What follows belongs to an exercise in optimizing a design on an open flow for small area and a short achievable clock period; a production flow would make more cautious choices.

== v26 ==
==> flow/design.v (excerpt) <==
module Float8Mac16_3stage #(
    parameter int unsigned N_WAY  = 16,
    parameter int unsigned PADBIT = 10
)(
    input  logic               clk,
    input  logic               rst_n,
    input  logic [8*N_WAY-1:0] din_X,
    input  logic [8*N_WAY-1:0] din_W,
    input  logic               din_valid,
    output logic [15:0]        dout,
    output logic               dout_valid
);
    logic [3:0] vld;
    always_ff @(posedge clk or negedge rst_n) begin
        if (!rst_n) vld <= 4'd0;
        else        vld <= {vld[2:0], din_valid};
    end
    assign dout_valid = vld[3];
    logic [8*N_WAY-1:0] xq, wq;
    always_ff @(posedge clk) begin
        xq <= din_X;
        wq <= din_W;
    end
    logic [7:0] pa [N_WAY-1:0];
    logic [4:0] ea [N_WAY-1:0];
    logic [5:0] ga [N_WAY-1:0];
    logic [N_WAY-1:0] sa;
    genvar K;
    generate
        for (K = 0; K < N_WAY; K = K + 1) begin : gen_front
            wire [3:0] ex = xq[8*K+6:8*K+3];
            wire [3:0] ew = wq[8*K+6:8*K+3];
  ...
Size in the first run: roughly 570 flip-flops, ~54,000 sq um of cells after synthesis.
Settings: LEC_CHECK=0, CAP_MARGIN=20, CORE_MARGIN=2, CORE_UTILIZATION=40, PLACE_DENSITY=0.6, SLEW_MARGIN=20; clock period 44.0 ns.
run.sh (not shown) runs the stock make flow with config.mk's settings and CLKGATE_MAP_FILE= SYNTH_SCRIPT=/design/flow/synth_recipe.tcl, a recipe that flattens the netlist after the stock synthesis.
For v28, these inputs were changed with respect to v26:
--- a/flow/design.v
+++ b/flow/design.v
@@ -58,52 +58,53 @@
     endgenerate
     logic [5:0] mx;
     always_comb begin
         logic [N_WAY-1:0] cand;
         cand = '1;
         for (int b = 5; b >= 0; b = b - 1) begin
             mx[b] = 1'b0;
             for (int k = 0; k < N_WAY; k = k + 1) mx[b] = mx[b] | (cand[k] & ga[k][b]);
             for (int k = 0; k < N_WAY; k = k + 1) cand[k] = cand[k] & (ga[k][b] | ~mx[b]);
         end
     end
-    logic [6:0] cma;
-    assign cma = 7'd24 - {1'b0, mx};
+    logic [6:0] cm;
+    assign cm = 7'd24 - {1'b0, mx};
+    logic [6:0] ta [N_WAY-1:0];
+    always_comb for (int i = 0; i < N_WAY; i = i + 1) ta[i] = {2'b0, ea[i]} + cm;
     logic [4:0] na, na_m;
     always_comb begin
         na = 5'd0;
         for (int k = 0; k < N_WAY; k = k + 1) na = na + {4'd0, sa[k]};
         na_m = -na;
     end
     logic [7:0] pb [N_WAY-1:0];
-    logic [4:0] eb [N_WAY-1:0];
+    logic [4:0] tb [N_WAY-1:0];
     logic [4:0] nneg, nneg_m;
-    logic [6:0] cm;
-    logic [N_WAY-1:0] sb;
+    logic [N_WAY-1:0] kb, sb;
     logic [5:0] mb;
     always_ff @(posedge clk) begin
         for (int i = 0; i < N_WAY; i = i + 1) begin
             pb[i] <= pa[i];
-            eb[i] <= ea[i];
+            tb[i] <= ta[i][4:0];
+            kb[i] <= ta[i][6];
         end
         sb <= sa;
         mb <= mx;
-        cm <= cma;
         nneg   <= na;
         nneg_m <= na_m;
     end
     logic [17:0] r [N_WAY-1:0];
     generate
         for (K = 0; K < N_WAY; K = K + 1) begin : gen_align
-            wire [6:0]  t  = {2'b0, eb[K]} + cm;
-            wire [7:0]  q  = t[6] ? 8'd0 : pb[K];
+            wire [4:0]  t  = tb[K];
+            wire [7:0]  q  = kb[K] ? 8'd0 : pb[K];
             wire [8:0]  s0 = t[0] ? {q, 1'b0}   : {1'b0, q};
             wire [10:0] s1 = t[1] ? {s0, 2'b0}  : {2'b0, s0};
             wire [14:0] s2 = t[2] ? {s1, 4'b0}  : {4'b0, s1};
             wire [22:0] s3 = t[3] ? {s2, 8'b0}  : {8'b0, s2};
             wire [38:0] s4 = t[4] ? {s3, 16'b0} : {16'b0, s3};
             assign r[K] = s4[24:7] ^ {18{sb[K]}};
         end
     endgenerate
     wire tss1;
     wire tsc2;
     wire tss3;
@@ -1190,37 +1191,34 @@
     assign tsc538 = (tsc450 & tss497) | (tsc496 & (tsc450 ^ tss497));
     assign tss539 = tsc454 ^ tss499 ^ tsc498;
     assign tsc540 = (tsc454 & tss499) | (tsc498 & (tsc454 ^ tss499));
     assign tss541 = tsc458 ^ tss501 ^ tsc500;
     assign tsc542 = (tsc458 & tss501) | (tsc500 & (tsc458 ^ tss501));
     assign tss543 = tsc462 ^ tss503 ^ tsc502;
     assign tsc544 = (tsc462 & tss503) | (tsc502 & (tsc462 ^ tss503));
     assign tss545 = nneg_m[2] ^ tsc464 ^ tsc504;
     assign tsc546 = (nneg_m[2] & tsc464) | (tsc504 & (nneg_m[2] ^ tsc464));
     wire [22:0] ua = {nneg_m[4], nneg_m[3], tss545, tss543, tss541, tss539, tss537, tss535, tss533, tss531, tss529, tss527, tss525, tss523, tss521, tss519, tss517, tss515, tss513, tss511, tss509, tss507, tss465};
     wire [22:0] va = {1'b0, tsc546, tsc544, tsc542, tsc540, tsc538, tsc536, tsc534, tsc532, tsc530, tsc528, tsc526, tsc524, tsc522, tsc520, tsc518, tsc516, tsc514, tsc512, tsc510, tsc508, tsc506, tss505};
-    logic [22:0] uc, vc;
+    logic [22:0] sum_c;
     logic [5:0]  mc;
     always_ff @(posedge clk) begin
-        uc <= ua;
-        vc <= va;
-        mc <= mb;
+        sum_c <= ua + va;
+        mc    <= mb;
     end
-    logic [22:0] sum_c;
     logic        sgn;
     logic [21:0] mag, nrm;
     logic [4:0]  lead;
     logic [14:0] em;
     logic [15:0] res;
     always_comb begin
-        sum_c = uc + vc;
         sgn  = sum_c[22];
         mag  = sgn ? -sum_c[21:0] : sum_c[21:0];
         lead = 5'd0;
         for (int i = 0; i < 22; i = i + 1)
             if (mag[i]) lead = i[4:0];
         nrm  = mag << (5'd21 - lead);
         em   = {({2'b0, mc} + 8'd90 + {3'b0, lead}), nrm[20:14]}
              + {14'd0, nrm[13] & ((|nrm[12:0]) | nrm[14])};
         res  = (|mag) ? {sgn, em} : 16'd0;
     end
     always_ff @(posedge clk) dout <= res;
--- outcome ---
- Relative to v26, v28 degrades routed wire length.
- Clock tree skew after final layout: v28 vs v26 up 0.0090 ns
- Diff v26 -> v28: number of cells after detailed placement lower, die area went down by 1.8%, effective utilization at floorplan saw little to no change, synthesis-to-layout area growth shows an increase of 0.48 points.
- Comparing worst setup timing slack at the placement stage for v26 and v28, the bigger number came from v26.
- Between v26 and v28, the worst setup slack is higher for v26.
- [v28] adder and majority cell fraction of the synthesized area rose 0.51 points relative to v26
No functional check of the RTL was part of any run of this note.

==> re-timing with driven ports <==
Ports are ideal in the flow. The routed layouts listed here were re-timed in OpenROAD. Step 1, drivers: a clkbuf_16 drives clk and a buf_2 each remaining input, both assumed. Step 2 moves the port delays by t, midway between the first and last clock arrival at a register: inputs arrive t later, outputs are due t later. That takes back most of the time a late clock gives input paths. Three values: ideal ports, drivers, drivers and shift; two values: the first two.
run	shift t [ns]	setup slack, ns	clock arrival spread, ns	pins driven straight from the clock port
v26	0.760	33.659 / 33.580 / 34.308	0.041 / 0.041	1
v28	0.762	32.220 / 32.220 / 32.220	0.049 / 0.049	1
After both steps setup and hold are still met in every run listed.
